Background: an optimization exercise with open tools, aiming at small area, a short achievable clock period and few clock cycles. Do not read the settings as production practice. Where RTL was checked, it was by simulation tests only, not by an equivalence proof against the original. Only the layout flow was run in run 8; the RTL was not checked for function there. Power is estimated from default activity; no workload was simulated.

--- design.v ---
package kcpsmx3_inc;
localparam OPERAND_WIDTH    = 8;                     
localparam CODE_WIDTH       = 18;
localparam CODE_DEPTH       = 10;                    
localparam CODE_SIZE        = (1 << CODE_DEPTH);     
localparam PORT_WIDTH       = OPERAND_WIDTH;         
localparam PORT_DEPTH       = OPERAND_WIDTH;         
localparam PORT_SIZE        = (1 << PORT_DEPTH);     
localparam STACK_WIDTH      = CODE_DEPTH;            
localparam STACK_DEPTH      = 5;                     
localparam STACK_SIZE       = (1 << STACK_DEPTH);    
localparam REGISTER_WIDTH   = OPERAND_WIDTH;         
localparam REGISTER_DEPTH   = 4;                     
localparam REGISTER_SIZE    = (1 << REGISTER_DEPTH); 
localparam SCRATCH_WIDTH    = OPERAND_WIDTH;         
localparam SCRATCH_DEPTH    = 6;                     
localparam SCRATCH_SIZE     = (1 << SCRATCH_DEPTH);  
localparam OPERATION_WIDTH  = 5;
localparam RESET_VECTOR     = 0;                     
localparam INTERRUPT_VECTOR = (CODE_SIZE - 1);        
typedef enum logic [1:0] {
    Z           = 2'b00,  
    NZ          = 2'b01,  
    C           = 2'b10,  
    NC          = 2'b11   
} cond_flag_t;
typedef enum logic [1:0] {
    SA          = 2'b00,  
    RL_SRX      = 2'b01,  
    RR_SLX      = 2'b10,  
    SC          = 2'b11  
} shift_op_t;
typedef enum logic [4:0] {
    LOAD        = 5'h00,
    INPUT       = 5'h02,
    FETCH       = 5'h03,
    AND         = 5'h05,
    OR          = 5'h06,
    XOR         = 5'h07,
    TEST        = 5'h09,
    COMPARE     = 5'h0a,
    ADD         = 5'h0c,
    ADDCY       = 5'h0d,
    SUB         = 5'h0e,
    SUBCY       = 5'h0f,
    RS          = 5'h10,
    RETURN      = 5'h15,
    OUTPUT      = 5'h16,
    STORE       = 5'h17,
    CALL        = 5'h18,
    JUMP        = 5'h1a,
    RETURNI     = 5'h1c,
    INTERRUPT   = 5'h1e
} opcode_t;
typedef struct packed {
    logic [11:8] x_addr;                 
    logic [7:4] y_addr;                  
    logic [3:0] padding;                 
} reg_reg_instr_t;
typedef struct packed {
    logic [11:8] x_addr;                 
    logic [7:0] constant;                
} reg_const_instr_t;
typedef struct packed {
    logic [11:8] x_addr;                 
    logic [7:6] padding;                 
    logic [5:0] scratch_addr;            
} scratch_instr_t;
typedef struct packed {
    logic [11:8] x_addr;                 
    logic [7:0] port_addr;               
} port_instr_t;
typedef struct packed {
    logic [11:8] x_addr;                 
    logic [7:4] padding;                 
    logic [3:3] dir;                     
    shift_op_t  op;                      
    logic [0:0] constant;                
} shift_instr_t;
typedef struct packed {
    cond_flag_t flags;                   
    logic [9:0] code_addr;               
} jump_instr_t;
typedef struct packed {
    logic [11:1] padding;
    logic [0:0] en;
} int_instr_t;
typedef struct packed {
    opcode_t    operation;           
    logic       op_cond_sel;         
    union packed {                   
        reg_reg_instr_t reg_reg;
        reg_const_instr_t reg_const;
        scratch_instr_t scratch;
        port_instr_t port;
        shift_instr_t shift;
        jump_instr_t jump;
        int_instr_t interrupt;
    } instr_type;
} instr_t;
endpackage
import kcpsmx3_inc::*;
module kcpsmx(
    output logic [PORT_DEPTH-1:0]   port_id,         
    output logic                    write_strobe,    
    output logic [PORT_WIDTH-1:0]   out_port,        
    output logic                    read_strobe,     
    input        [PORT_WIDTH-1:0]   in_port,         
    input                           interrupt,       
    output logic                    interrupt_ack,   
    input                           reset,           
    input                           clk,             
    output logic [CODE_DEPTH-1:0]   address,         
    input        [CODE_WIDTH-1:0]   instruction      
);
assign interrupt_ack = 1'b0;
logic [9:0]  pc;
logic [17:0] ir;
logic        stall;              
logic        byx, byy;           
logic [15:0] selx, sely;         
logic [15:0][7:0] rf;            
logic [63:0][7:0] spr;           
logic [31:0][9:0] stk;           
logic [4:0]  sp;                 
logic [3:0]  sp_hi;              
logic [7:0]  sp_lo;
logic        carry, zero;
logic [7:0]  e_a, e_bx;          
logic [7:0]  e_sd;               
logic [7:0]  e_shi, e_slo;       
logic        e_store;
logic        e_fa, e_fb;         
logic        e_far, e_faf;       
logic        e_fetch;
logic [3:0]  e_dst;
logic        e_regwrite, e_flagwrite;
logic        e_input, e_output, e_reti;
logic        e_sub;
logic [1:0]  e_cin;              
logic        e_sel_add, e_sel_and, e_sel_or, e_sel_xor, e_sel_sh, e_sel_b;
logic        e_test;
logic        e_sdir;
logic [1:0]  e_sop;
logic        e_sconst;
logic [9:0]  e_pushdata;
logic [3:0]  e_phi;              
logic [7:0]  e_plo;
logic [7:0]  res;
logic [3:0]  w_dst;
logic        w_regwrite, w_input, w_flagwrite, w_fetch;
logic [7:0]  fres;               
function automatic logic [4:0] uses(input logic [17:0] i);
    logic [4:0] o;
    logic alu, mem;
    o   = i[17:13];
    alu = (o == AND) | (o == OR) | (o == XOR) | (o == TEST) | (o == COMPARE) |
          (o == ADD) | (o == ADDCY) | (o == SUB) | (o == SUBCY);
    mem = (o == INPUT) | (o == OUTPUT) | (o == FETCH) | (o == STORE);
    uses = {alu | (o == RS) | (o == OUTPUT) | (o == STORE),
            i[12] & (alu | mem | (o == LOAD)),
            i[12] & mem,
            (o == STORE),
            1'b0};
endfunction
assign address = pc;
wire [4:0] op = ir[17:13];
wire d_load    = (op == LOAD);
wire d_input   = (op == INPUT);
wire d_fetch   = (op == FETCH);
wire d_and     = (op == AND);
wire d_or      = (op == OR);
wire d_xor     = (op == XOR);
wire d_test    = (op == TEST);
wire d_cmp     = (op == COMPARE);
wire d_add     = (op == ADD);
wire d_addcy   = (op == ADDCY);
wire d_sub     = (op == SUB);
wire d_subcy   = (op == SUBCY);
wire d_rs      = (op == RS);
wire d_ret     = (op == RETURN);
wire d_output  = (op == OUTPUT);
wire d_store   = (op == STORE);
wire d_call    = (op == CALL);
wire d_jump    = (op == JUMP);
wire d_reti    = (op == RETURNI);
wire d_arith     = d_add | d_addcy | d_sub | d_subcy | d_cmp;
wire d_regwrite  = d_load | d_input | d_fetch | d_and | d_or | d_xor |
                   d_add | d_addcy | d_sub | d_subcy | d_rs;
wire d_flagwrite = d_and | d_or | d_xor | d_test | d_arith | d_rs;
wire cond_ok = ~ir[12] | (ir[11] ? (carry ^ ir[10]) : (zero ^ ir[10]));
wire d_jmp  = (d_jump | d_call) & cond_ok;
wire d_retk = (d_ret & cond_ok) | d_reti;
wire d_push = d_call & cond_ok;
wire [9:0] pc_inc = pc + 10'd1;
wire [4:0] sp_inc = sp + 5'd1;
wire [4:0] sp_nxt = stall ? sp : d_push ? sp_inc : d_retk ? sp - 5'd1 : sp;
logic [9:0] tos;
always_comb begin
    logic [9:0] grp;
    tos = 10'd0;
    for (int g = 0; g < 4; g++) begin
        grp = 10'd0;
        for (int j = 0; j < 8; j++) grp = grp | (stk[8 * g + j] & {10{sp_lo[j]}});
        tos = tos | (grp & {10{sp_hi[g]}});
    end
end
wire [7:0] wb_data = w_input ? in_port : (w_fetch ? fres : res);
wire [3:0] xa = ir[11:8];
wire [3:0] ya = ir[7:4];
logic [7:0] xr, yr;
always_comb begin
    xr = 8'd0;
    yr = 8'd0;
    for (int k = 0; k < 16; k++) begin
        xr = xr | (rf[k] & {8{selx[k]}});
        yr = yr | (rf[k] & {8{sely[k]}});
    end
end
wire [7:0] xv = byx ? wb_data : xr;
wire [7:0] yv = byy ? wb_data : yr;
wire [5:0] d_saddr = ir[12] ? yv[5:0] : ir[5:0];
wire [17:0] nxt = stall ? ir : instruction;
wire [4:0]  nxt_use = uses(instruction);
wire stall_nxt = ~stall & (
    (d_input & ((nxt_use[4] & (instruction[11:8] == xa)) |
                (nxt_use[3] & (instruction[7:4]  == xa)))) |
    (d_regwrite & ((nxt_use[2] & (instruction[7:4]  == xa)) |
                   (nxt_use[1] & (instruction[11:8] == xa)))) |
    (d_fetch & nxt_use[3] & (instruction[7:4] == xa)));
always_ff @(posedge clk) begin
    if (reset) begin
        pc    <= 10'd0;
        ir    <= 18'h02000;      
        sp    <= 5'd31;
        sp_hi <= 4'b1000;
        sp_lo <= 8'b1000_0000;
        stall <= 1'b0;
        byx   <= 1'b0;
        byy   <= 1'b0;
        selx  <= 16'd0;
        sely  <= 16'd0;
    end else begin
        stall <= stall_nxt;
        sp    <= sp_nxt;
        for (int k = 0; k < 4; k++) sp_hi[k] <= (sp_nxt[4:3] == k);
        for (int k = 0; k < 8; k++) sp_lo[k] <= (sp_nxt[2:0] == k);
        byx   <= e_regwrite & (e_dst == nxt[11:8]);
        byy   <= e_regwrite & (e_dst == nxt[7:4]);
        if (!stall) begin
            ir <= instruction;
            for (int k = 0; k < 16; k++) begin
                selx[k] <= (instruction[11:8] == k);
                sely[k] <= (instruction[7:4] == k);
            end
            if (d_jmp)       pc <= ir[9:0];
            else if (d_retk) pc <= tos;
            else             pc <= pc_inc;
        end
    end
end
always_ff @(posedge clk) begin
    e_a   <= xv;
    e_bx  <= (ir[12] ? yv : ir[7:0]) ^ {8{d_sub | d_subcy | d_cmp}};
    if (d_store) e_sd <= xv;
    for (int k = 0; k < 8; k++) begin
        e_slo[k] <= (d_saddr[2:0] == k);
        e_shi[k] <= (d_saddr[5:3] == k);
    end
    e_dst <= xa;
    e_fa  <= e_regwrite & (e_dst == xa);
    e_far <= e_regwrite & ~e_fetch & (e_dst == xa);
    e_faf <= e_regwrite &  e_fetch & (e_dst == xa);
    e_fb  <= ir[12] & e_regwrite & (e_dst == ya);
    e_sub <= d_sub | d_subcy | d_cmp;
    e_cin <= d_addcy ? 2'd2 : d_subcy ? 2'd3 : (d_sub | d_cmp) ? 2'd1 : 2'd0;
    e_sel_add <= d_arith;
    e_sel_and <= d_and | d_test;
    e_sel_or  <= d_or;
    e_sel_xor <= d_xor;
    e_sel_sh  <= d_rs;
    e_sel_b   <= d_load;
    e_fetch   <= d_fetch;
    e_test    <= d_test;
    e_sdir    <= ir[3];
    e_sop     <= ir[2:1];
    e_sconst  <= ir[0];
    e_pushdata <= pc_inc;        
    for (int k = 0; k < 8; k++) e_plo[k] <= (sp_inc[2:0] == k);
    if (reset || stall) begin
        e_regwrite  <= 1'b0;
        e_flagwrite <= 1'b0;
        e_input     <= 1'b0;
        e_output    <= 1'b0;
        e_reti      <= 1'b0;
        e_phi       <= 4'd0;
        e_store     <= 1'b0;
    end else begin
        e_regwrite  <= d_regwrite;
        e_flagwrite <= d_flagwrite;
        e_input     <= d_input;
        e_output    <= d_output;
        e_reti      <= d_reti;
        for (int k = 0; k < 4; k++) e_phi[k] <= d_push & (sp_inc[4:3] == k);
        e_store     <= d_store;
    end
end
wire [7:0] a  = ({8{e_far}} & res) | ({8{e_faf}} & fres) | ({8{~e_fa}} & e_a);
wire [7:0] bx = e_fb ? (res ^ {8{e_sub}}) : e_bx;
wire [7:0] b  = bx;              
wire       cin = e_cin[1] ? (carry ^ e_cin[0]) : e_cin[0];
wire [9:0] sum2 = {1'b0, a, 1'b1} + {1'b0, bx, cin};
wire [8:0] sum  = sum2[9:1];
wire sbit = (e_sop == 2'b10) ? a[0] :
            (e_sop == 2'b01) ? a[7] :
            (e_sop == 2'b00) ? carry : e_sconst;
wire [7:0] shres = e_sdir ? {sbit, a[7:1]} : {a[6:0], sbit};
wire       shout = e_sdir ? a[0] : a[7];
wire [7:0] andv = a & b;
wire [7:0] orv  = a | b;
wire [7:0] xorv = a ^ b;
logic [7:0] scr;
always_comb begin
    logic [7:0] grp;
    scr = 8'd0;
    for (int g = 0; g < 8; g++) begin
        grp = 8'd0;
        for (int j = 0; j < 8; j++) grp = grp | (spr[8 * g + j] & {8{e_slo[j]}});
        scr = scr | (grp & {8{e_shi[g]}});
    end
end
wire [7:0] result = ({8{e_sel_add}} & sum[7:0]) |
                    ({8{e_sel_and}} & andv)     |
                    ({8{e_sel_or }} & orv)      |
                    ({8{e_sel_xor}} & xorv)     |
                    ({8{e_sel_sh }} & shres)    |
                    ({8{e_sel_b  }} & b);
wire c_new = (e_sel_add & (sum[8] ^ e_sub)) |
             (e_test    & (^andv))           |
             (e_sel_sh  & shout);
wire [7:0] zk    = {orv[6:0], cin};
wire       z_add = &(xorv ~^ zk);
wire z_new = (e_sel_add & z_add)       |
             (e_sel_and & ~|andv)      |
             (e_sel_or  & ~|orv)       |
             (e_sel_xor & ~|xorv)      |
             (e_sel_sh  & ~|shres);
always_ff @(posedge clk) begin
    for (int k = 0; k < 64; k++)
        if (e_store && e_shi[k / 8] && e_slo[k % 8]) spr[k] <= e_sd;
    for (int k = 0; k < 32; k++)
        if (e_phi[k / 8] && e_plo[k % 8]) stk[k] <= e_pushdata;
end
always_ff @(posedge clk) begin
    res      <= result;
    fres     <= scr;
    w_dst    <= e_dst;
    port_id  <= e_bx;
    out_port <= a;
    if (reset) begin
        carry        <= 1'b0;
        zero         <= 1'b0;
        w_regwrite   <= 1'b0;
        w_input      <= 1'b0;
        w_fetch      <= 1'b0;
        w_flagwrite  <= 1'b0;
        read_strobe  <= 1'b0;
        write_strobe <= 1'b0;
    end else begin
        if (e_flagwrite) begin
            carry <= c_new;
            zero  <= z_new;
        end else if (e_reti && !w_flagwrite) begin
            carry <= 1'b0;
            zero  <= 1'b0;
        end
        w_regwrite   <= e_regwrite;
        w_input      <= e_input;
        w_fetch      <= e_fetch;
        w_flagwrite  <= e_flagwrite;
        read_strobe  <= e_input;
        write_strobe <= e_output;
    end
end
always_ff @(posedge clk) begin
    for (int k = 0; k < 16; k++)
        if (w_regwrite && w_dst == k) rf[k] <= wb_data;
end
endmodule
--- run.sh ---
#!/bin/bash
# synth_recipe.tcl (not shown) runs the flow's synth.tcl, then flattens the netlist and writes it again
# the make line also repeats each setting of config.mk as NAME=value (left out here)
make -C /OpenROAD-flow-scripts/flow DESIGN_CONFIG=/design/flow/config.mk WORK_HOME=/design/flow/orfs CLKGATE_MAP_FILE= SYNTH_SCRIPT=/design/flow/synth_recipe.tcl finish
--- config.mk ---
export PLATFORM = sky130hd
export DESIGN_NAME = kcpsmx
export DESIGN_NICKNAME = kcpsmx
export VERILOG_FILES = /design/flow/design.v
export SDC_FILE = /design/flow/constraint.sdc
export NUM_CORES = 4
export LEC_CHECK = 0
export CAP_MARGIN = 20
export CORE_MARGIN = 2
export CORE_UTILIZATION = 75
export CTS_BUF_LIST = sky130_fd_sc_hd__clkbuf_8
export SETUP_SLACK_MARGIN = 3.7
export SLEW_MARGIN = 20
export TNS_END_PERCENT = 30
--- constraint.sdc ---
create_clock -name core_clock -period 6.0 [get_ports {clk}]
set_input_delay 1.2000 -clock core_clock [delete_from_list [all_inputs] [get_ports {clk}]]
set_output_delay 1.2000 -clock core_clock [all_outputs]
set_load 0.01 [all_outputs]
==> metrics.cfg, run 1 <==
[finish]
fin_cells=3990
final_area_sq_um=50170
areaGrowthSynthToFinish_pct=11.72
drive_gt1_frac=0.1593
layout.nets=3131

[synth]
synthCells=2975
syn_area_per_cell_sq_um=15.10
syn-cell-area_sq_um=44910
synth_edf_count=968
synth_warnings=1
yosys_most_used_dff=edfxtp_1
synth_top_cell_area_share=0.6472
synth_top_family_by_area=compound AO/OA/AOI/OAI gates
synthXorXnorAreaFrac=0.01482
muxShareOfSynthArea=0.01206
synthMostInstantiatedCell=edfxtp_1
ys_async_sr_fraction=0
synth.distinct_cells=72
ys_top_cells_by_area=edfxtp_1 65%, dfxtp_1 9.2%, a22oi_1 7.9%
yosysTopAreaCell=edfxtp_1
ys_ff_latch=1174
synth-compound-area-share=0.1290
yosysSeqAreaShare=0.7391
yosys.area_share.simple=0.07483
synthTopCellsByCount=968 x edfxtp_1, 472 x a22oi_1, 206 x dfxtp_1
synthAdderAreaFrac=0.007968
synth_nets=3032

[grt]
grt_pass1_wl_um=171700
grt-ovfl-total=0
grt_max_degree=65
grt_pass1_vias=27795
grt_usage=0.3746
antenna_found_initial=4

[detailed_routing]
via_per_inst=7.212
ant_nets=0
drc=0
drtIter0Drc=4095
vias=28775
first_pass_iters=23
finalWirelength_um=116100
post_drt_wl_per_cell_um=29.09

[setup_path]
path_class=register to output pin
cp-start-kind=register
max_stage_delay_ns=0.36
rrSetupSlack_ns=3.59
crit_arrival_ns=1.29
cp_max_fo=5
startpoint=w_input
endpoint_kind=output pin
reg2regPathDepth=11
r2r_start=e_sub
crit_slowest_cell=dfxtp_4
cp.buffers_inverters=1
crit_path_cell_trace=buf_6
r2r-end=res[5]
crit_family=flip-flops
worstPathRequired_ns=4.80

[sta]
finalCriticalPeriod_ns=2.490
final.period_utilization=0.4149
worstMarginPinSlew_ns=1.189
tns_ns=0
rsz0062_at_grt=yes
skew_ns=0.03649
slew_viol_final=0
worst_slack_ns=3.510
max_freq_mhz=401.7
hold_ws_ns=0.4157
max_slew_margin=0.2031
hold_viol_final=0
setup_violations=0

[job]
max-cap-violations=0

[clock_tree]
clkSinkCount=1174
htree_levels=4
worstSkewPairLatency_ns=0.82
clk_pin_slew_ns=0.06
cts_tree=done
clockBufferDepth=3
clock-root-buffer=clkbuf_8
cts_made_buffers=174

[place]
hpwlAfterDp_um=65780
gp_congestion=0.9409
place_area_sq_um=45900
placed_cells=3625
pre_cts_slack_ns=2.667
numPortBuffers=55

[hold_path]
hold_end=port_id[4]
holdPathStages=0
hold_start=e_bx[4]
hold_path_class=register to register

[power]
p_per_area_nw_per_um2=319.4
leakage_nw=16.64
irDropWorstVdd_mv=0.2878

[die]
start_util=0.7595
rows=89
die_y_um=248.7
core-area_sq_um=59130
dieArea_sq_um=61850
pin_count=58
die_x_um=248.7

[run_status]
status=no timing/DRC/antenna violations

## how the worst max path moves through the flow
| stage | slack (ns) | endpoint | cells after the start |
|---|---|---|---|
| 2_1_floorplan | 3.58 | e_shi[7] | 6 |
| 3_3_place_gp | 2.80 | e_shi[6] | 7 |
| 3_5_place_dp | 2.67 | sp_hi[1] | 6 |
| 4_1_cts | 3.47 | read_strobe | 1 |
| 5_1_grt | 3.46 | read_strobe | 1 |
| 6_report | 3.51 | read_strobe | 1 |
## cell usage in the layout, fill, tap and decap left out, drive strengths merged, types with 14 or more instances in the layout
| cell type | instances |
|---|---|
| a21oi | 69 |
| a221oi | 65 |
| a22o | 64 |
| a22oi | 472 |
| and2 | 45 |
| and3 | 74 |
| buf | 108 |
| clkbuf | 185 |
| clkdlybuf4s50 | 26 |
| clkinv | 53 |
| dfxtp | 206 |
| edfxtp | 968 |
| ha | 27 |
| inv | 110 |
| mux2 | 15 |
| mux2i | 33 |
| nand2 | 83 |
| nand2b | 22 |
| nand3 | 34 |
| nand4 | 125 |
| nor2 | 104 |
| nor2b | 14 |
| nor3 | 42 |
| nor4 | 22 |
| o211ai | 16 |
| o21ai | 50 |
| xnor2 | 44 |
| xor2 | 32 |
## final cells by class
class | instances | area (sq um)
repair inverters | 1 | 5.005
multi-input cells | 1545 | 11220
clock inverters | 131 | 739.5
clock buffers | 185 | 2546
repair buffers | 134 | 1199
flip-flops and latches | 1174 | 33310
fillers | 2765 | 8956
inverters | 44 | 172.7
diodes | 3 | 7.507
well taps | 773 | 967.2
## metal layers
metal / share of wire / up-vias / global-route usage
met5: 0.00020 / - / 0
li1: - / 12148 / -
met4: 0.037 / 4 / 0.1500
met3: 0.13 / 333 / 0.08767
met2: 0.47 / 2247 / 0.5745
met1: 0.36 / 14043 / 0.5310
## registers in the layout, summed over array words and instances, names as in the netlist, 5 cells and up
register and flops:
e_sd 8, rf 128, e_pushdata 10, e_shi 8, sely 16, ir 18
res 8, out_port 8, sp_lo 8, e_slo 8, spr 512, sp 5
stk 320, selx 16, fres 8, e_a 8, pc 10, e_bx 8
e_plo 8, port_id 8
## stage by stage
| stage | power (mW) | utilization |
|---|---|---|
| after CTS | 15.94 | 0.8413 |
| after detailed placement | 9.960 | 0.7762 |
| after floorplan | 9.620 | - |
| after global routing | 16.44 | 0.8485 |
| final | 16.03 | 0.8485 |
| after global placement | 9.935 | 0.7761 |
## logic make-up (layout without fill, tap and decap cells)
group           after synthesis  count (layout)
compound gates              782             783
xor+xnor                     76              76
fa+ha+maj                    28              28
buf+inv                     257             495
flops                      1174            1174
mux                          49              49
other cells                   1               4
simple gates                608             608
## report_power, final
group          switching [mW]  internal (mW)  total (mW)
logic                   0.517          0.353       0.870
registers               0.194           8.86        9.05
clock network            2.98           3.12        6.10
## timing repair
action | 4_1_cts | 5_1_grt
gates cloned | 1 | 1
endpoints found under the setup margin | 203 | 390
pin swaps | 14 | 17
resized for setup | 231 | 75
hold buffers | 0 | 0
setup buffers | 31 | 13
Testbench counts, summed over its fixed seeds: cycles 296,972.
==> run 2, diff against run 1 <==
--- a/config.mk
+++ b/config.mk
@@ -9,6 +9,8 @@
 export CORE_MARGIN = 2
 export CORE_UTILIZATION = 75
 export CTS_BUF_LIST = sky130_fd_sc_hd__clkbuf_8
+export CTS_CLUSTER_DIAMETER = 45
+export CTS_CLUSTER_SIZE = 16
 export SETUP_SLACK_MARGIN = 3.7
 export SLEW_MARGIN = 20
 export TNS_END_PERCENT = 30
==> metrics.cfg, run 2 <==
[synth]
synthMostInstantiatedCell=edfxtp_1
ys_top_cells_by_area=edfxtp_1 65%, dfxtp_1 9.2%, a22oi_1 7.9%
yosys_most_used_dff=edfxtp_1
yosysTopAreaCell=edfxtp_1
synth_edf_count=968
synthTopCellsByCount=968 x edfxtp_1, 472 x a22oi_1, 206 x dfxtp_1
synth.distinct_cells=72
syn_area_per_cell_sq_um=15.10
synth_top_cell_area_share=0.6472
ys_ff_latch=1174
ys_async_sr_fraction=0
synth_warnings=1
yosysSeqAreaShare=0.7391
synth_nets=3032
syn-cell-area_sq_um=44910
synthCells=2975

[run_status]
status=no timing/DRC/antenna violations

[detailed_routing]
drtIter0Drc=4513
ant_nets=0
post_drt_wl_per_cell_um=29.54
vias=28462
first_pass_iters=25
drc=0
via_per_inst=7.356
finalWirelength_um=114300

[die]
start_util=0.7595
core-area_sq_um=59130
pin_count=58
dieArea_sq_um=61850
die_x_um=248.7
rows=89
die_y_um=248.7

[grt]
grt_pass1_wl_um=169200
grt-ovfl-total=0
grt_pass1_vias=27193
grt_usage=0.3673
antenna_found_initial=3
grt_max_degree=65

[clock_tree]
worstSkewPairLatency_ns=0.77
clkSinkCount=1174
cts_tree=done
htree_levels=3
clockBufferDepth=3
clk_pin_slew_ns=0.09
clock-root-buffer=clkbuf_8
cts_made_buffers=110

[sta]
skew_ns=0.04088
hold_viol_final=0
final.period_utilization=0.4089
worst_slack_ns=3.546
worstMarginPinSlew_ns=1.167
finalCriticalPeriod_ns=2.454
setup_violations=0
slew_viol_final=0
rsz0062_at_grt=yes
max_freq_mhz=407.6
tns_ns=0
max_slew_margin=0.2181

[place]
placed_cells=3625
numPortBuffers=55
gp_congestion=0.9409
place_area_sq_um=45900
pre_cts_slack_ns=2.667
hpwlAfterDp_um=65780

[setup_path]
cp.depth=1
cp.buffers_inverters=1
path_class=register to output pin
crit_family=flip-flops
r2r-end=e_slo[5]
reg2regPathDepth=6
cp_max_fo=2
crit_arrival_ns=1.25
r2r_start=sely[11]
rrSetupSlack_ns=3.57
crit_path_cell_trace=buf_6
max_stage_delay_ns=0.37
endpoint=read_strobe
endpoint_kind=output pin
cp-start-kind=register
crit_slowest_cell=dfxtp_4
worstPathRequired_ns=4.80
startpoint=w_input

[finish]
largest_register=spr
drive_gt1_frac=0.1500
fin_cells=3869
nFillCells=2864
largest_reg_flops=512
final_area_sq_um=49440
layout_commonest_cell=edfxtp_1
layout.nets=3063
reg_top3=spr x512, stk x320, rf x128
layout_common_cells=968 x edfxtp_1, 468 x a22oi_1, 142 x dfxtp_1
areaGrowthSynthToFinish_pct=10.09

[job]
max-cap-violations=0

[hold_path]
hold_path_class=register to register

[power]
leakage_nw=16.02
p_per_area_nw_per_um2=308.9
irDropWorstVdd_mv=0.3437

==> run 2: cell counts after synthesis <==
No cell type changed its count.
==> run 2: repair_timing <==
item / CTS / global route
hold buffers: 0 / 0
endpoints found under the hold margin: 0 / 0
gates cloned: 1 / 1
setup buffers: 34 / 6
endpoints found under the setup margin: 225 / 399
resized for setup: 251 / 54
pin swaps: 21 / 19
==> run 2: kinds of logic after synthesis <==
| logic type | Yosys count | synth area share |
|---|---|---|
| buffers and inverters | 257 | 0.02212 |
| muxes | 49 | 0.01206 |
| DFF | 1174 | 0.7391 |
| and+or+nand+nor | 608 | 0.07483 |
| AOI/OAI and AO/OA | 782 | 0.1290 |
| xor gates and xnor gates | 76 | 0.01482 |
| adders and majority gates | 28 | 0.007968 |
| other | 1 | 0.00008350 |
==> run 2: final cells by class <==
type | count | area (sq um) | area share
antenna | 3 | 7.507 | 0.0001518
sequential | 1174 | 33310 | 0.6737
inverter | 44 | 175.2 | 0.003543
tap | 773 | 967.2 | 0.01956
clock buffer | 111 | 1528 | 0.03090
timing repair inverter | 1 | 5.005 | 0.0001012
multi-input combinational | 1545 | 11260 | 0.2278
timing repair buffer | 130 | 1177 | 0.02381
clock inverter | 88 | 1011 | 0.02045
==> run 2: report_power, final <==
| group | switching, mW | leakage [nW] | total (mW) | internal, mW |
|---|---|---|---|---|
| Sequential | 0.192 | 10.5 | 9.04 | 8.85 |
| Combinational | 0.520 | 4.19 | 0.879 | 0.359 |
| Clock | 2.91 | 1.30 | 5.36 | 2.44 |
==> run 2: through the flow <==
stage                     total power [mW]  utilization  hold slack [ns]
after floorplan                      9.620            -           0.3259
after global placement               9.935       0.7761           0.3909
after detailed placement             9.960       0.7762           0.3903
after CTS                            15.20       0.8309           0.4139
after global routing                 15.64       0.8361           0.4124
final                                15.27       0.8361           0.4112
==> run 2: metal layers <==
metal / track usage / wire length [um] / up-vias
met2: 0.5737 / 53840 / 2264
met1: 0.5228 / 41330 / 13892
met4: 0.1380 / 4423 / 4
li1: - / - / 11966
met5: 0 / 23 / -
met3: 0.07513 / 14670 / 336
==> run 2: worst min path at each step <==
stage,depth (start not counted),endpoint,startpoint
2_1_floorplan,0,port_id[7],e_bx[7]
3_3_place_gp,0,port_id[3],e_bx[3]
3_5_place_dp,0,port_id[4],e_bx[4]
4_1_cts,0,port_id[3],e_bx[3]
5_1_grt,0,port_id[3],e_bx[3]
6_report,0,port_id[3],e_bx[3]
==> run 3, diff against run 2 <==
--- a/config.mk
+++ b/config.mk
@@ -9,8 +9,8 @@
 export CORE_MARGIN = 2
 export CORE_UTILIZATION = 75
 export CTS_BUF_LIST = sky130_fd_sc_hd__clkbuf_8
-export CTS_CLUSTER_DIAMETER = 45
-export CTS_CLUSTER_SIZE = 16
+export CTS_CLUSTER_DIAMETER = 40
+export CTS_CLUSTER_SIZE = 12
 export SETUP_SLACK_MARGIN = 3.7
 export SLEW_MARGIN = 20
 export TNS_END_PERCENT = 30
==> metrics.cfg, run 3 <==
[run_status]
status=no timing/DRC/antenna violations

[detailed_routing]
post_drt_wl_per_cell_um=29.62
first_pass_iters=28
via_per_inst=7.344
drtIter0Drc=3962
vias=28574
drc=0
finalWirelength_um=115300
ant_nets=0

[setup_path]
crit_path_cell_trace=buf_6
cp.buffers_inverters=1
crit_arrival_ns=1.28
cp_max_fo=1
cp-start-kind=register
path_class=register to output pin
endpoint_kind=output pin
rrSetupSlack_ns=3.62
worstPathRequired_ns=4.80
max_stage_delay_ns=0.36
crit_slowest_cell=dfxtp_4
crit_family=flip-flops

[sta]
slew_viol_final=0
rsz0062_at_grt=yes
max_freq_mhz=403.0
tns_ns=0
setup_violations=0
hold_viol_final=0
skew_ns=0.03174
final.period_utilization=0.4136
finalCriticalPeriod_ns=2.481
worstMarginPinSlew_ns=1.234
max_slew_margin=0.1727

[finish]
areaGrowthSynthToFinish_pct=10.12
seq_area_sq_um=33310
drive_gt1_frac=0.1521
fin_cells=3891
nFillCells=2871
largest_reg_flops=512
layout_commonest_cell=edfxtp_1
layout.nets=3087
final_area_sq_um=49460
reg_top3=spr x512, stk x320, rf x128
layout_common_cells=968 x edfxtp_1, 470 x a22oi_1, 141 x clkbuf_8
largest_register=spr
multi_input_comb_area_sq_um=11210

[synth]
yosys_most_used_dff=edfxtp_1
synth_nets=3032
syn-cell-area_sq_um=44910
synth_warnings=1
syn_area_per_cell_sq_um=15.10
synth.distinct_cells=72
ys_ff_latch=1174
yosysSeqAreaShare=0.7391
synth_edf_count=968
synthTopCellsByCount=968 x edfxtp_1, 472 x a22oi_1, 206 x dfxtp_1
synth_top_cell_area_share=0.6472
yosysTopAreaCell=edfxtp_1
ys_async_sr_fraction=0
synthMostInstantiatedCell=edfxtp_1
synthCells=2975
ys_top_cells_by_area=edfxtp_1 65%, dfxtp_1 9.2%, a22oi_1 7.9%

[die]
dieArea_sq_um=61850
die_y_um=248.7
die_x_um=248.7
pin_count=58
start_util=0.7595
core-area_sq_um=59130
rows=89

[clock_tree]
clkSinkCount=1174
htree_levels=4
cts_made_buffers=135
cts_tree=done
clock-root-buffer=clkbuf_8
clk_pin_slew_ns=0.08
worstSkewPairLatency_ns=0.81
clockBufferDepth=3

[power]
p_per_area_nw_per_um2=310.1
power.total_mw=15.34
irDropWorstVdd_mv=0.3565
leakage_nw=16.10

[place]
hpwlAfterDp_um=65780
placed_cells=3625
numPortBuffers=55
gp_congestion=0.9409
place_area_sq_um=45900

[hold_path]
hold_path_class=register to register

[grt]
antenna_found_initial=3
grt_usage=0.3721
grt-ovfl-total=0
grt_pass1_wl_um=170500
grt_pass1_vias=27446
grt_max_degree=65

[job]
max-cap-violations=0

-- run 3: cells by family (layout without fill, tap and decap cells) --
group	after synthesis	after routing	synth area share
AOI/OAI and AO/OA	782	783	0.1290
xor gates and xnor gates	76	76	0.01482
adders and majority gates	28	28	0.007968
buffers and inverters	257	397	0.02212
DFF	1174	1174	0.7391
muxes	49	50	0.01206
other	1	2	0.00008350
and+or+nand+nor	608	608	0.07483
-- run 3: final timing paths --
kind	start	endpoint	depth (start not counted)
max	out_port[1]	out_port[1]	1
min	e_bx[4]	port_id[4]	0
max reg2reg	e_sub	zero	11
min reg2reg	e_bx[4]	port_id[4]	0
-- run 3: repair_timing --
item / in CTS / in global routing
resized for setup: 244 / 54
gates cloned: 1 / 2
pin swaps: 14 / 20
hold buffers: 0 / 0
endpoints found under the setup margin: 236 / 405
setup buffers: 32 / 6
-- run 3: metrics by stage --
| stage | utilization | setup WS [ns] | hold slack [ns] |
|---|---|---|---|
| finish | 0.8364 | 3.519 | 0.4063 |
| global route | 0.8364 | 3.495 | 0.3918 |
| CTS | 0.8319 | 3.483 | 0.3924 |
| detailed placement | 0.7762 | 2.667 | 0.3903 |
| global placement | 0.7761 | 2.805 | 0.3909 |
| floorplan | - | 3.582 | 0.3259 |
-- run 3: power by group --
| part | switching [mW] | total [mW] | internal, mW |
|---|---|---|---|
| registers | 0.192 | 9.04 | 8.85 |
| clock network | 2.84 | 5.43 | 2.59 |
| logic | 0.516 | 0.865 | 0.349 |
-- run 3: routing by layer --
| layer | vias to the layer above | part of all wire | track usage |
|---|---|---|---|
| li1 | 12015 | - | - |
| met4 | 4 | 0.037 | 0.1435 |
| met2 | 2287 | 0.47 | 0.5761 |
| met1 | 13959 | 0.36 | 0.5286 |
| met3 | 309 | 0.13 | 0.08161 |
| met5 | - | 0.00020 | 0 |
-- run 3: final cells by class --
class	instances	share of cell area
multi-input cells	1546	0.2267
clock inverters	83	0.01427
clock buffers	141	0.03924
well taps	773	0.01956
inverters	44	0.003542
diodes	1	0.00005060
repair inverters	1	0.0001012
repair buffers	128	0.02297
flip-flops and latches	1174	0.6736
-- run 3: worst register-to-register path: stages (launching register included) --
cell     delay, ns
dfxtp_4       0.40
buf_8         0.15
xnor2_2       0.14
a21oi_2       0.24
ha_4          0.21
inv_1         0.08
ha_4          0.16
nand3_1       0.09
o21ai_0       0.11
o31ai_1       0.33
o21ai_1       0.13
a32o_1        0.23
==> run 4, diff against run 3 <==
--- a/config.mk
+++ b/config.mk
@@ -9,8 +9,8 @@
 export CORE_MARGIN = 2
 export CORE_UTILIZATION = 75
 export CTS_BUF_LIST = sky130_fd_sc_hd__clkbuf_8
-export CTS_CLUSTER_DIAMETER = 40
-export CTS_CLUSTER_SIZE = 12
+export CTS_CLUSTER_DIAMETER = 50
+export CTS_CLUSTER_SIZE = 10
 export SETUP_SLACK_MARGIN = 3.7
 export SLEW_MARGIN = 20
 export TNS_END_PERCENT = 30
==> metrics.cfg, run 4 <==
[detailed_routing]
post_drt_wl_per_cell_um=29.68
finalWirelength_um=115500
vias=28641
via_per_inst=7.361
drc=0
ant_nets=0
first_pass_iters=26
drtIter0Drc=4014

[finish]
largest_register=spr
areaGrowthSynthToFinish_pct=9.706
layout.nets=3106
layout_common_cells=968 x edfxtp_1, 469 x a22oi_1, 142 x clkbuf_8
drive_gt1_frac=0.1464
largest_reg_flops=512
layout_commonest_cell=edfxtp_1
nFillCells=2889
reg_top3=spr x512, stk x320, rf x128

[place]
pre_cts_slack_ns=2.667
gp_congestion=0.9409
hpwlAfterDp_um=65780
numPortBuffers=55

[clock_tree]
clock-root-buffer=clkbuf_8
clockBufferDepth=3
hold_buffers=0
cts_made_buffers=136
worstSkewPairLatency_ns=0.83
htree_levels=4
clk_pin_slew_ns=0.07
cts_tree=done
clkSinkCount=1174

[grt]
grt-ovfl-total=0
grt_pass1_wl_um=170500
antenna_found_initial=1
grt_usage=0.3727
grt_pass1_vias=27574
grt_max_degree=65

[sta]
slew_viol_final=0
final.period_utilization=0.4148
worstMarginPinSlew_ns=1.200
rsz0062_at_grt=yes
tns_ns=0
finalCriticalPeriod_ns=2.489
skew_ns=0.03402
max_slew_margin=0.1970
max_freq_mhz=401.8
hold_viol_final=0
setup_violations=0
worst_slack_ns=3.511

[die]
rows=89
die_y_um=248.7
core-area_sq_um=59130
dieArea_sq_um=61850
pin_count=58
die_x_um=248.7
start_util=0.7595

[power]
irDropWorstVdd_mv=0.2757
leakage_nw=16.11
p_per_area_nw_per_um2=300.5

[synth]
ys_top_cells_by_area=edfxtp_1 65%, dfxtp_1 9.2%, a22oi_1 7.9%
synthTopCellsByCount=968 x edfxtp_1, 472 x a22oi_1, 206 x dfxtp_1
yosysTopAreaCell=edfxtp_1
synth.distinct_cells=72
synthCells=2975
synth_warnings=1
ys_ff_latch=1174
synthMostInstantiatedCell=edfxtp_1
synth_top_cell_area_share=0.6472
yosys_most_used_dff=edfxtp_1
ys_async_sr_fraction=0
synth_nets=3032
yosysSeqAreaShare=0.7391
syn_area_per_cell_sq_um=15.10
synth_edf_count=968
syn-cell-area_sq_um=44910

[setup_path]
crit_slowest_cell=dfxtp_4
endpoint_kind=output pin
worstPathRequired_ns=4.80
crit_arrival_ns=1.29
crit_family=flip-flops
rrSetupSlack_ns=3.56
path_class=register to output pin
cp.buffers_inverters=1
cp-start-kind=register
crit_path_cell_trace=buf_6
cp_max_fo=2
max_stage_delay_ns=0.36

[job]
max-cap-violations=0

[run_status]
status=no timing/DRC/antenna violations

[hold_path]
hold_path_class=register to register

==> run 4: changes by cell type in the layout (fill, tap and decap cells not counted), moves of 3 or more <==
cell and change:
diode_2 +3, buf_4 +11, clkinv_4 -5, inv_4 -3, clkinvlp_4 -5, clkinv_1 -10
ha_1 +3, bufinv_16 -8, inv_6 -12, buf_6 +6, inv_1 +26, clkinv_2 -8
==> run 4: cells by family (layout without fill, tap and decap cells) <==
logic type,Yosys count,after routing,synth area share
buf+inv,257,394,0.02212
mux,49,50,0.01206
fa+ha+maj,28,28,0.007968
other cells,1,5,0.00008350
simple gates,608,608,0.07483
xor+xnor,76,76,0.01482
compound gates,782,783,0.1290
flops,1174,1174,0.7391
==> run 4: where the power goes <==
part | switching (mW) | internal (mW) | total (mW)
clock | 2.69 | 2.18 | 4.87
sequential | 0.193 | 8.85 | 9.05
combinational | 0.522 | 0.364 | 0.886
total | 3.41 | 11.4 | 14.8
==> run 4: cell type report <==
| type | instances | area, sq um | share of cell area |
|---|---|---|---|
| flip-flops and latches | 1174 | 33310 | 0.6761 |
| multi-input cells | 1546 | 11230 | 0.2280 |
| clock buffers | 142 | 1954 | 0.03967 |
| repair buffers | 146 | 1306 | 0.02651 |
| well taps | 773 | 967.2 | 0.01963 |
| clock inverters | 61 | 306.5 | 0.006222 |
| inverters | 44 | 172.7 | 0.003504 |
| diodes | 4 | 10.01 | 0.0002032 |
| repair inverters | 1 | 5.005 | 0.0001016 |
==> run 4: worst paths after layout <==
| check | startpoint | to | cells past startpoint |
|---|---|---|---|
| worst max-delay path | w_input | read_strobe | 1 |
| worst max register to register | e_sub | carry | 11 |
| worst min-delay path | e_bx[2] | port_id[2] | 0 |
| worst min register to register | e_bx[2] | port_id[2] | 0 |
==> run 4: stage by stage <==
stage	power, mW	instance area, sq um	std cells	utilization	hold WS, ns
2_1_floorplan	9.620	44910	2975	-	0.3259
3_3_place_gp	9.935	45890	3625	0.7761	0.3909
3_5_place_dp	9.960	45900	3625	0.7762	0.3903
4_1_cts	14.75	48920	3874	0.8273	0.4066
5_1_grt	15.20	49260	3889	0.8332	0.3997
6_report	14.80	49270	3891	0.8332	0.4046
==> run 4: what timing repair did <==
item	CTS	global route
setup endpoints to repair	209	413
resized for setup	246	61
cloned	1	2
setup buffers	45	10
pin swaps	23	13
==> run 4: metal layers <==
layer,GRT usage,wire length (um),vias up
met5,0,0,-
met4,0.1532,4528,0
met3,0.08412,15370,332
met2,0.5708,54110,2314
met1,0.5297,41500,13979
li1,-,-,12016
==> run 5, diff against run 4 <==
--- a/config.mk
+++ b/config.mk
@@ -10,7 +10,7 @@
 export CORE_UTILIZATION = 75
 export CTS_BUF_LIST = sky130_fd_sc_hd__clkbuf_8
 export CTS_CLUSTER_DIAMETER = 50
-export CTS_CLUSTER_SIZE = 10
+export CTS_CLUSTER_SIZE = 14
 export SETUP_SLACK_MARGIN = 3.7
 export SLEW_MARGIN = 20
 export TNS_END_PERCENT = 30
==> metrics.cfg, run 5 <==
[synth]
syn-cell-area_sq_um=44910
synth_top_cell_area_share=0.6472
synth_top_family_by_area=compound AO/OA/AOI/OAI gates
synthCells=2975
ys_ff_latch=1174
synthMostInstantiatedCell=edfxtp_1
synthXorXnorAreaFrac=0.01482
synth_nets=3032
syn_area_per_cell_sq_um=15.10
synth-compound-area-share=0.1290
ys_async_sr_fraction=0
muxShareOfSynthArea=0.01206
synthTopCellsByCount=968 x edfxtp_1, 472 x a22oi_1, 206 x dfxtp_1
yosys.area_share.simple=0.07483
yosys_most_used_dff=edfxtp_1
yosysTopAreaCell=edfxtp_1
synth.distinct_cells=72
synthAdderAreaFrac=0.007968
ys_top_cells_by_area=edfxtp_1 65%, dfxtp_1 9.2%, a22oi_1 7.9%
synth_edf_count=968
synth_warnings=1
yosysSeqAreaShare=0.7391

[sta]
final.period_utilization=0.4071
hold_viol_final=0
tns_ns=0
slew_viol_final=0
finalCriticalPeriod_ns=2.443
max_freq_mhz=409.4
worstMarginPinSlew_ns=1.186
max_slew_margin=0.2049
rsz0062_at_grt=yes
skew_ns=0.03374
setup_violations=0

[detailed_routing]
wl_met3_um=15190
first_pass_iters=24
met2_length_um=53240
met1_length_um=41080
post_drt_wl_per_cell_um=29.76
ant_nets=0
drtIter0Drc=3830
via_per_inst=7.371
drc=0
finalWirelength_um=114100
vias=28254
top_layer=met5

[setup_path]
crit_arrival_ns=1.24
cp.buffers_inverters=1
crit_slowest_cell=dfxtp_4
max_stage_delay_ns=0.37
worstPathRequired_ns=4.80
r2r_start=e_sub
cp_max_fo=1
cp-start-kind=register
endpoint_kind=output pin
crit_path_cell_trace=buf_6
crit_family=flip-flops
startpoint=out_port[1]
rrSetupSlack_ns=3.60
path_class=register to output pin

[run_status]
status=no timing/DRC/antenna violations

[die]
pin_count=58
die_x_um=248.7
start_util=0.7595
rows=89
dieArea_sq_um=61850
core-area_sq_um=59130
die_y_um=248.7

[power]
netSwitchingPower_mw=3.293
irDropWorstVdd_mv=0.3055
p_per_area_nw_per_um2=298.1
p_int_mw=11.24
p_comb_frac=0.059
seq_power_share=0.622
clkPwrFrac=0.320
p_sw_frac=0.2265
leakage_nw=15.81

[job]
max-cap-violations=0

[finish]
largest_reg_flops=512
seq_area_sq_um=33310
largest_register=spr
layout_commonest_cell=edfxtp_1
finish.utilization=0.8247
reg_top3=spr x512, stk x320, rf x128
nFillCells=2951
drive_gt1_frac=0.1305
areaGrowthSynthToFinish_pct=8.578
layout.nets=3054
layout_common_cells=968 x edfxtp_1, 467 x a22oi_1, 143 x dfxtp_1
multi_input_comb_area_sq_um=11150

[hold_path]
hold_start=e_bx[3]
hold_path_class=register to register

[clock_tree]
clock-root-buffer=clkbuf_8
clkSinkCount=1174
hold_buffers=0
clockBufferDepth=3
cts_made_buffers=102
clk_pin_slew_ns=0.09
worstSkewPairLatency_ns=0.76
cts_tree=done
htree_levels=3

[place]
numPortBuffers=55
hpwlAfterDp_um=65780
gp_congestion=0.9409

[grt]
antenna_found_initial=5
grt_pass1_vias=27174
grt_pass1_wl_um=168400
grt-ovfl-total=0
grt_usage=0.3659
grt_max_degree=65

==> run 5: cell counts after synthesis <==
No cell type changed its count.
==> run 5: cell type report <==
type | instances | area share
sequential | 1174 | 0.6831
multi-input combinational | 1546 | 0.2287
clock buffer | 103 | 0.02907
timing repair buffer | 128 | 0.02350
tap | 773 | 0.01983
clock inverter | 62 | 0.01198
inverter | 44 | 0.003592
timing repair inverter | 1 | 0.0001026
antenna | 2 | 0.0001026
==> run 5: logic make-up after synthesis <==
kind of cell,after synthesis
multiplexers,49
XOR/XNOR,76
buffers and inverters,257
AO/OA/AOI/OAI,782
flip-flops,1174
adder cells (fa/ha/maj),28
AND/OR/NAND/NOR,608
other,1
==> run 5: timing repair <==
action / 4_1_cts / 5_1_grt
pin swaps: 7 / 9
gates resized for setup: 233 / 55
buffers inserted: 25 / 13
gates cloned: 1 / 2
setup endpoints to repair: 241 / 408
==> run 5: stage by stage <==
stage / power, mW / hold slack, ns / worst slack, ns / std cells / cell area (sq um)
detailed placement: 9.960 / 0.3903 / 2.667 / 3625 / 45900
global route: 14.90 / 0.4002 / 3.504 / 3832 / 48760
CTS: 14.48 / 0.4066 / 3.524 / 3816 / 48370
floorplan: 9.620 / 0.3259 / 3.582 / 2975 / 44910
finish: 14.54 / 0.4026 / 3.557 / 3833 / 48760
global placement: 9.935 / 0.3909 / 2.805 / 3625 / 45890
==> run 5: power groups by stage <==
stage          combinational (mW)  sequential (mW)  clock (mW)
3_5_place_dp                0.747             9.21           0
3_3_place_gp                0.727             9.21           0
6_report                    0.854             9.04        4.65
4_1_cts                     0.799             9.02        4.66
5_1_grt                     0.906             9.05        4.95
2_1_floorplan               0.519             9.10           0
==> run 5: metal layers <==
metal,up-vias,global-route usage
met4,4,0.1411
met1,13821,0.5230
met2,2181,0.5653
met3,332,0.07670
met5,-,0.003861
li1,11916,-
==> run 5: final timing paths <==
check	to	cells past startpoint
min	port_id[3]	0
max	out_port[1]	1
min reg2reg	port_id[3]	0
max reg2reg	carry	11
==> run 6, diff against run 5 <==
--- a/config.mk
+++ b/config.mk
@@ -10,7 +10,7 @@
 export CORE_UTILIZATION = 75
 export CTS_BUF_LIST = sky130_fd_sc_hd__clkbuf_8
 export CTS_CLUSTER_DIAMETER = 50
-export CTS_CLUSTER_SIZE = 14
+export CTS_CLUSTER_SIZE = 12
 export SETUP_SLACK_MARGIN = 3.7
 export SLEW_MARGIN = 20
 export TNS_END_PERCENT = 30
==> metrics.cfg, run 6 <==
[grt]
grt_pass1_wl_um=168200
grt_usage=0.3650
grt_pass1_vias=27062
antenna_found_initial=3
grt-ovfl-total=0
grt_max_degree=65

[sta]
slew_viol_final=0
worstMarginPinSlew_ns=1.252
setup_violations=0
skew_ns=0.03391
tns_ns=0
final.period_utilization=0.4051
max_freq_mhz=411.4
hold_viol_final=0
rsz0062_at_grt=yes
finalCriticalPeriod_ns=2.431
max_slew_margin=0.1605

[detailed_routing]
finalWirelength_um=114700
post_drt_wl_per_cell_um=29.78
via_per_inst=7.369
wl_met3_um=15270
ant_nets=0
drtIter0Drc=3963
drc=0
first_pass_iters=28
vias=28394
top_layer=met5
met1_length_um=41290
met2_length_um=53390

[place]
numPortBuffers=55
hpwlAfterDp_um=65780
gp_congestion=0.9409

[clock_tree]
hold_buffers=0
htree_levels=3
cts_tree=done
clockBufferDepth=3
clkSinkCount=1174
clk_pin_slew_ns=0.08
worstSkewPairLatency_ns=0.76
clock-root-buffer=clkbuf_8
cts_made_buffers=112

[die]
dieArea_sq_um=61850
core-area_sq_um=59130
pin_count=58
start_util=0.7595
die_y_um=248.7
rows=89
die_x_um=248.7

[finish]
finish.utilization=0.8275
layout_commonest_cell=edfxtp_1
layout_common_cells=968 x edfxtp_1, 469 x a22oi_1, 141 x dfxtp_1
reg_top3=spr x512, stk x320, rf x128
layout.nets=3071
drive_gt1_frac=0.1387
largest_reg_flops=512
largest_register=spr
areaGrowthSynthToFinish_pct=8.951

[synth]
synth.distinct_cells=72
synth_warnings=1
syn-cell-area_sq_um=44910
synthMostInstantiatedCell=edfxtp_1
yosysTopAreaCell=edfxtp_1
yosys_most_used_dff=edfxtp_1
synth_nets=3032
synthTopCellsByCount=968 x edfxtp_1, 472 x a22oi_1, 206 x dfxtp_1
ys_async_sr_fraction=0
synth_edf_count=968
ys_top_cells_by_area=edfxtp_1 65%, dfxtp_1 9.2%, a22oi_1 7.9%
ys_ff_latch=1174
synthCells=2975
syn_area_per_cell_sq_um=15.10
synth_top_cell_area_share=0.6472
yosysSeqAreaShare=0.7391

[setup_path]
cp.buffers_inverters=1
crit_arrival_ns=1.23
max_stage_delay_ns=0.36
crit_family=flip-flops
crit_path_cell_trace=buf_6
cp_max_fo=2
cp-start-kind=register
crit_slowest_cell=dfxtp_4
endpoint_kind=output pin
path_class=register to output pin
worstPathRequired_ns=4.80

[power]
leakage_nw=15.91
irDropWorstVdd_mv=0.3059
p_per_area_nw_per_um2=293.9

[run_status]
status=no timing/DRC/antenna violations

[hold_path]
hold_path_class=register to register

[job]
max-cap-violations=0

run 6: through the flow:
step	setup WS, ns	hold WS (ns)	power, mW	area (sq um)	std cells
after floorplan	3.582	0.3259	9.620	44910	2975
after global placement	2.805	0.3909	9.935	45890	3625
after detailed placement	2.667	0.3903	9.960	45900	3625
after CTS	3.538	0.3968	14.29	48290	3826
after global routing	3.540	0.4025	14.75	48930	3852
final	3.569	0.3917	14.38	48930	3853
run 6: timing repair:
| item | in CTS | in global routing |
|---|---|---|
| gates resized for setup | 226 | 97 |
| pin swaps | 12 | 28 |
| setup endpoints to repair | 257 | 375 |
| buffers inserted | 22 | 20 |
| cloned | 1 | 3 |
run 6: report_power, final:
group | switching (mW) | total, mW | leakage [nW] | internal (mW)
registers | 0.194 | 9.04 | 10.5 | 8.85
clock network | 2.58 | 4.46 | 1.16 | 1.88
logic | 0.519 | 0.875 | 4.21 | 0.357
total | 3.30 | 14.4 | 15.9 | 11.1
run 6: layer usage:
metal / GRT usage / vias up
li1: - / 11955
met1: 0.5251 / 13849
met2: 0.5639 / 2215
met3: 0.06970 / 373
met4: 0.1448 / 2
met5: 0.003089 / -
run 6: layout make-up:
cell class                 instances  area, sq um
antenna                            2        5.005
clock buffer                     116         1597
clock inverter                    62        364.1
fill                            2958        10200
inverter                          44        180.2
multi-input combinational       1547        11320
sequential                      1174        33320
tap                              773        967.2
timing repair buffer             134         1176
timing repair inverter             1        5.005
run 6: cells by family after synthesis:
family          count (synthesis)  share of synthesized area
flops                        1174                     0.7391
compound gates                782                     0.1290
fa+ha+maj                      28                   0.007968
other cells                     1                 0.00008350
xor+xnor                       76                    0.01482
simple gates                  608                    0.07483
mux                            49                    0.01206
buf+inv                       257                    0.02212
run 6: path summary, 6_finish.rpt:
check	from	to	slack, ns	cells after the start
max	pc[1]	address[1]	3.57	1
min	e_bx[3]	port_id[3]	0.39	0
max reg2reg	e_slo[3]	fres[2]	3.64	5
min reg2reg	e_bx[3]	port_id[3]	0.39	0
==> run 7, diff against run 6 <==
==> flow/run.sh (new file) <==
#!/bin/bash
# Standard layout, with the port buffers made from buf_4 cells instead of the
# default choice (a delay cell).
export BUFFER_PORTS_ARGS="-buffer_cell sky130_fd_sc_hd__buf_4"
bash standard.sh > standard.log 2>&1
==> standard.sh (new file) <==
#!/bin/bash
# synth_recipe.tcl (not shown) runs the flow's synth.tcl, then flattens the netlist and writes it again
# the make line also repeats each setting of config.mk as NAME=value (left out here)
make -C /OpenROAD-flow-scripts/flow DESIGN_CONFIG=/design/flow/config.mk WORK_HOME=/design/flow/orfs CLKGATE_MAP_FILE= SYNTH_SCRIPT=/design/flow/synth_recipe.tcl "${@:-finish}"
==> config.mk (replaced) <==
export PLATFORM = sky130hd
export DESIGN_NAME = kcpsmx
export DESIGN_NICKNAME = kcpsmx
export VERILOG_FILES = /design/flow/design.v
export SDC_FILE = /design/flow/constraint.sdc
export NUM_CORES = 4
export LEC_CHECK = 0
export ABC_CLOCK_PERIOD_IN_PS = 2200
export CAP_MARGIN = 20
export CORE_MARGIN = 2
export CORE_UTILIZATION = 75
export CTS_BUF_LIST = sky130_fd_sc_hd__clkbuf_8
export SETUP_SLACK_MARGIN = 3.5
export SLEW_MARGIN = 20
export TNS_END_PERCENT = 30
removed: run.sh
==> metrics.cfg, run 7 <==
[run_status]
status=no timing/DRC/antenna violations

[sta]
finalCriticalPeriod_ns=2.513
setup_violations=0
max_slew_margin=0.1901
final.period_utilization=0.4189
max_freq_mhz=397.9
rsz0062_at_grt=yes
hold_viol_final=0
hold_ws_ns=0.4070
worstMarginPinSlew_ns=1.210
tns_ns=0
skew_ns=0.03205
slew_viol_final=0

[die]
die_y_um=248.7
die_x_um=248.7
rows=89
pin_count=58
dieArea_sq_um=61850
start_util=0.7595
core-area_sq_um=59130

[synth]
syn-cell-area_sq_um=44910
syn_area_per_cell_sq_um=15.10
ys_top_cells_by_area=edfxtp_1 65%, dfxtp_1 9.2%, a22oi_1 7.9%
synth_top_cell_area_share=0.6472
synthMostInstantiatedCell=edfxtp_1
synth.distinct_cells=72
yosysTopAreaCell=edfxtp_1
yosys_most_used_dff=edfxtp_1
ys_async_sr_fraction=0
synthCells=2975
synth_warnings=1
ys_ff_latch=1174
synthTopCellsByCount=968 x edfxtp_1, 472 x a22oi_1, 206 x dfxtp_1
synth_nets=3032
yosysSeqAreaShare=0.7391
synth_edf_count=968

[detailed_routing]
drc=0
vias=28437
finalWirelength_um=114300
ant_nets=0
drtIter0Drc=4034
post_drt_wl_per_cell_um=28.88
via_per_inst=7.187
first_pass_iters=27

[clock_tree]
clkSinkCount=1174
htree_levels=4
worstSkewPairLatency_ns=0.83
hold_buffers=0
cts_made_buffers=174
cts_tree=done
clockBufferDepth=3
clock-root-buffer=clkbuf_8
clk_pin_slew_ns=0.06

[grt]
grt-ovfl-total=0
met2_usage=0.5677
use_met3=0.09091
grt_pass1_vias=28023
grt_max_degree=65
grt_usage=0.3713
gr-usage-met1=0.5216
grt_pass1_wl_um=170700
antenna_found_initial=3
top_usage_layer=met2

[finish]
areaGrowthSynthToFinish_pct=10.03
final_area_sq_um=49420
largest_reg_flops=512
largest_register=spr
drive_gt1_frac=0.1349
layout_commonest_cell=edfxtp_1
reg_top3=spr x512, stk x320, rf x128
layout_common_cells=968 x edfxtp_1, 472 x a22oi_1, 196 x clkbuf_8
layout.nets=3097

[setup_path]
cp.buffers_inverters=1
r2r_start=e_slo[0]
crit_path_cell_trace=buf_4
cp_max_fo=1
worstPathRequired_ns=4.80
reg2regPathDepth=5
endpoint_kind=output pin
cp-start-kind=register
rrSetupSlack_ns=3.51
max_stage_delay_ns=0.37
crit_arrival_ns=1.31
crit_family=flip-flops
path_class=register to output pin
r2r-end=fres[4]
crit_slowest_cell=dfxtp_2

[job]
max-cap-violations=0

[place]
gp_congestion=0.9497
numPortBuffers=55
place_area_sq_um=45750
hpwlAfterDp_um=66000

[hold_path]
hold_start=e_bx[4]
hold_end=port_id[4]
holdPathStages=0
hold_path_class=register to register

[power]
leakage_nw=16.49
irDropWorstVdd_mv=0.2758
p_per_area_nw_per_um2=322.8

## run 7: cell counts after synthesis
Identical to the previous run, type by type.
## run 7: cell type report
cell class / instances / area [sq um]
tap: 773 / 967.2
clock buffer: 196 / 2698
sequential: 1174 / 33270
timing repair buffer: 102 / 789.5
antenna: 4 / 10.01
fill: 2867 / 9714
inverter: 44 / 165.2
multi-input combinational: 1544 / 10870
clock inverter: 120 / 643.1
## run 7: worst register-to-register path, stage by stage (launching register included)
cell     delay, ns
dfxtp_2       0.79
buf_4         0.69
a22oi_1       0.25
nand4_1       0.20
a22oi_1       0.23
nand4_1       0.26
## run 7: worst max-delay path by stage
stage | start | endpoint | depth (start not counted)
after detailed placement | ir[11] | sp_hi[1] | 6
after global placement | ir[11] | sp_hi[1] | 6
final | out_port[1] | out_port[1] | 1
after global routing | e_fa | carry | 11
after floorplan | e_fb | res[5] | 12
after CTS | pc[1] | address[1] | 1
## run 7: through the flow
stage	worst slack (ns)	std cells	util	power (mW)
after floorplan	3.551	2975	-	9.620
after global placement	2.791	3623	0.7736	9.925
after detailed placement	2.706	3623	0.7736	9.949
after CTS	3.439	3951	0.8336	15.94
after global routing	3.423	3955	0.8356	16.39
final	3.487	3957	0.8357	15.95
## run 7: kinds of logic after synthesis
family	share of synthesized area
muxes	0.01206
DFF	0.7391
adders and majority gates	0.007968
buffers and inverters	0.02212
other	0.00008350
xor gates and xnor gates	0.01482
AOI/OAI and AO/OA	0.1290
and+or+nand+nor	0.07483
## run 7: power breakdown
group	switching, mW	internal [mW]
registers	0.194	8.86
clock network	2.98	3.14
logic	0.481	0.297
total	3.66	12.3
## run 7: routing by layer
layer,wire length [um],part of all wire
met3,14540,0.13
met2,53490,0.47
met5,16,0.00014
met4,4272,0.037
met1,41980,0.37
## run 7: timing repair
item,4_1_cts,5_1_grt
hold endpoints to repair,0,0
buffers inserted,12,0
resized for setup,43,29
setup endpoints to repair,57,40
pin swaps,2,3
==> run 8, diff against run 7 <==
--- a/design.v
+++ b/design.v
@@ -143,9 +143,6 @@
 logic        e_sdir;
 logic [1:0]  e_sop;
 logic        e_sconst;
-logic [9:0]  e_pushdata;
-logic [3:0]  e_phi;              
-logic [7:0]  e_plo;
 logic [7:0]  res;
 logic [3:0]  w_dst;
 logic        w_regwrite, w_input, w_flagwrite, w_fetch;
@@ -195,6 +192,12 @@
 wire [9:0] pc_inc = pc + 10'd1;
 wire [4:0] sp_inc = sp + 5'd1;
 wire [4:0] sp_nxt = stall ? sp : d_push ? sp_inc : d_retk ? sp - 5'd1 : sp;
+wire [7:0] push_lo = {sp_lo[6:0], sp_lo[7]};
+wire [3:0] push_hi = sp_lo[7] ? {sp_hi[2:0], sp_hi[3]} : sp_hi;
+always_ff @(posedge clk) begin
+    for (int k = 0; k < 32; k++)
+        if (d_push && push_hi[k / 8] && push_lo[k % 8]) stk[k] <= pc_inc;
+end
 logic [9:0] tos;
 always_comb begin
     logic [9:0] grp;
@@ -285,15 +288,12 @@
     e_sdir    <= ir[3];
     e_sop     <= ir[2:1];
     e_sconst  <= ir[0];
-    e_pushdata <= pc_inc;        
-    for (int k = 0; k < 8; k++) e_plo[k] <= (sp_inc[2:0] == k);
     if (reset || stall) begin
         e_regwrite  <= 1'b0;
         e_flagwrite <= 1'b0;
         e_input     <= 1'b0;
         e_output    <= 1'b0;
         e_reti      <= 1'b0;
-        e_phi       <= 4'd0;
         e_store     <= 1'b0;
     end else begin
         e_regwrite  <= d_regwrite;
@@ -301,7 +301,6 @@
         e_input     <= d_input;
         e_output    <= d_output;
         e_reti      <= d_reti;
-        for (int k = 0; k < 4; k++) e_phi[k] <= d_push & (sp_inc[4:3] == k);
         e_store     <= d_store;
     end
 end
@@ -348,8 +347,6 @@
 always_ff @(posedge clk) begin
     for (int k = 0; k < 64; k++)
         if (e_store && e_shi[k / 8] && e_slo[k % 8]) spr[k] <= e_sd;
-    for (int k = 0; k < 32; k++)
-        if (e_phi[k / 8] && e_plo[k % 8]) stk[k] <= e_pushdata;
 end
 always_ff @(posedge clk) begin
     res      <= result;
==> run.sh (new file) <==
#!/bin/bash
# synth_recipe.tcl (not shown) runs the flow's synth.tcl, then flattens the netlist and writes it again
# the make line also repeats each setting of config.mk as NAME=value (left out here)
make -C /OpenROAD-flow-scripts/flow DESIGN_CONFIG=/design/flow/config.mk WORK_HOME=/design/flow/orfs CLKGATE_MAP_FILE= SYNTH_SCRIPT=/design/flow/synth_recipe.tcl finish
removed: flow/run.sh
removed: standard.sh
==> metrics.cfg, run 8 <==
[die]
core-area_sq_um=58800
start_util=0.7544
die_x_um=247.2
pin_count=58
die_y_um=247.2
dieArea_sq_um=61110
rows=89

[finish]
largest_reg_flops=512
final_area_sq_um=49310
finish.utilization=0.8387
layout_common_cells=968 x edfxtp_1, 472 x a22oi_1, 181 x clkbuf_8
reg_top3=spr x512, stk x320, rf x128
areaGrowthSynthToFinish_pct=11.17
layout.nets=3069
drive_gt1_frac=0.1470
largest_register=spr
layout_commonest_cell=edfxtp_1

[grt]
grt_max_degree=104
top_usage_layer=met2
use_met3=0.08389
antenna_found_initial=5
grt_pass1_wl_um=171300
grt-ovfl-total=0
grt_usage=0.3858
gr-usage-met1=0.5196
grt_pass1_vias=27753
met2_usage=0.6073

[synth]
synth.distinct_cells=66
synth_top_cell_area_share=0.6553
synthTopCellsByCount=968 x edfxtp_1, 473 x a22oi_1, 205 x clkbuf_1
ys_top_cells_by_area=edfxtp_1 66%, dfxtp_1 8.3%, a22oi_1 8.0%
synth_warnings=1
yosysSeqAreaShare=0.7383
synthMostInstantiatedCell=edfxtp_1
synth_edf_count=968
ys_ff_latch=1152
syn-cell-area_sq_um=44360
syn_area_per_cell_sq_um=15.08
yosysTopAreaCell=edfxtp_1
synthCells=2941
yosys_most_used_dff=edfxtp_1
synth_nets=2994
ys_async_sr_fraction=0

[setup_path]
crit_slowest_cell=or4_1
endpoint_kind=register
worstPathRequired_ns=6.70
crit_path_cell_trace=buf_4 -> clkinvlp_4 -> or4_1 -> xnor2_2 -> buf_4 -> o211ai_1 -> a221oi_1
crit_arrival_ns=3.28
path_class=register to register
cp_max_fo=33
crit_top_cell=buf_4
cp-start-kind=register
max_stage_delay_ns=0.66

[sta]
slew_viol_final=0
finalCriticalPeriod_ns=2.580
worstMarginPinSlew_ns=1.236
tns_ns=0
hold_viol_final=0
skew_ns=0.06519
final.period_utilization=0.4299
max_freq_mhz=387.7
setup_violations=0
max_slew_margin=0.1727
rsz0062_at_grt=yes

[clock_tree]
hold_buffers=0
clk_pin_slew_ns=0.06
clock-root-buffer=clkbuf_8
htree_levels=4
clkSinkCount=1152
cts_tree=done
cts_made_buffers=170
worstSkewPairLatency_ns=0.86
clockBufferDepth=3

[power]
irDropWorstVdd_mv=0.3523
p_int_mw=12.11
netSwitchingPower_mw=3.808
seq_power_share=0.558
p_per_area_nw_per_um2=322.8
leakage_nw=16.36
p_comb_frac=0.060
clkPwrFrac=0.381
p_sw_frac=0.2392

[place]
place_area_sq_um=45460
numPortBuffers=55
hpwlAfterDp_um=65830
gp_congestion=0.9637

[detailed_routing]
via_per_inst=7.279
drtIter0Drc=3950
post_drt_wl_per_cell_um=29.98
first_pass_iters=7
vias=28613
drc=0
ant_nets=0
finalWirelength_um=117800

[run_status]
status=no timing/DRC/antenna violations

[job]
max-cap-violations=0

[hold_path]
hold_path_class=register to register

-- run 8: cell count changes after synthesis, sizes merged, moves of 5 or more --
| cell | delta |
|---|---|
| a221oi | +12 |
| a31oi | -6 |
| and2 | -10 |
| clkbuf | +10 |
| dfxtp | -22 |
| nand2 | -10 |
| nor2 | -5 |
| nor3 | +9 |
| o21ai | -8 |
| xnor2 | -5 |
-- run 8: final timing paths --
kind / from / to / slack [ns] / cells after the start
min: e_bx[6] / port_id[6] / 0.38 / 0
max: pc[0] / pc[9] / 3.42 / 7
max reg2reg: pc[0] / pc[9] / 3.42 / 7
min reg2reg: e_bx[6] / port_id[6] / 0.38 / 0
-- run 8: layout make-up --
cell class / instances / area, sq um
Tap cell: 773 / 967.2
Inverter: 48 / 183.9
Antenna cell: 1 / 2.502
Clock inverter: 132 / 768.2
Clock buffer: 181 / 2491
Timing Repair Buffer: 122 / 1045
Multi-Input combinational cell: 1521 / 11010
Fill cell: 2781 / 9483
Timing Repair inverter: 1 / 5.005
Sequential cell: 1152 / 32850
-- run 8: logic make-up (layout without fill, tap and decap cells) --
family,after synthesis,after routing,synth area share
AO/OA/AOI/OAI,776,776,0.1301
buffers and inverters,269,484,0.02310
adder cells (fa/ha/maj),24,24,0.006939
XOR/XNOR,73,74,0.01441
multiplexers,53,53,0.01297
other,1,2,0.00008454
flip-flops,1152,1152,0.7383
AND/OR/NAND/NOR,593,593,0.07401
-- run 8: power by group through the flow --
stage          combinational [mW]  sequential (mW)  clock [mW]
3_5_place_dp                0.877             9.06           0
2_1_floorplan               0.616             8.93           0
4_1_cts                     0.894             8.88        6.07
3_3_place_gp                0.850             9.05           0
6_report                    0.960             8.89        6.07
5_1_grt                      1.02             8.89        6.42
-- run 8: per-layer routing --
metal  wire length, um  share of wire  up-vias
li1                  -              -    11994
met1             40210           0.34    13765
met2             55760           0.47     2417
met3             15860           0.13      429
met4              5967          0.051        8
met5                49        0.00042        -
-- run 8: worst max-delay path: cells and delay by family (launching register included) --
kind | cells | cell delay, ns
buffers and inverters | 3 | 0.82
AO/OA/AOI/OAI | 2 | 0.43
AND/OR/NAND/NOR | 1 | 0.66
XOR/XNOR | 1 | 0.16
flip-flops | 1 | 0.39
-- run 8: through the flow --
stage / total power, mW / hold slack (ns) / cells / setup slack (ns)
global placement: 9.903 / 0.3877 / 3591 / 2.964
detailed placement: 9.933 / 0.3838 / 3591 / 2.922
global route: 16.33 / 0.3907 / 3931 / 3.389
CTS: 15.84 / 0.3819 / 3918 / 3.407
finish: 15.92 / 0.3773 / 3931 / 3.420
floorplan: 9.547 / 0.3258 / 2941 / 3.379
-- run 8: what timing repair did --
item / in CTS / in global routing
setup buffers: 13 / 10
gates resized for setup: 177 / 80
pin swaps: 0 / 13
setup endpoints to repair: 370 / 403
cloned: 1 / 1

-- port drivers added, routing unchanged --
The results above use ideal ports. As a check the final layouts listed here were re-extracted and re-timed, cells and wires unchanged. Step 1: set_driving_cell puts a clkbuf_16 on clk and a buf_2 on each other input, an assumption about the parent block. Step 2 also shifts input and output timing later by t, the mid clock arrival at the registers, as if the neighbouring blocks saw the same clock. Slacks: no drivers / after step 1 / after step 2; pairs: no drivers / after step 1.
run	t, ns	setup WS [ns]
run 1	0.869	3.510 / 3.450 / 2.947
run 2	0.806	3.546 / 3.487 / 2.920
run 3	0.861	3.519 / 3.455 / 2.916
run 4	0.871	3.511 / 3.451 / 2.951
run 5	0.804	3.557 / 3.493 / 2.954
run 6	0.806	3.569 / 3.507 / 2.915
run 7	0.873	3.487 / 3.429 / 2.806
run 8	0.889	3.420 / 3.395 / 2.917
After both steps setup and hold are still met in every run listed.
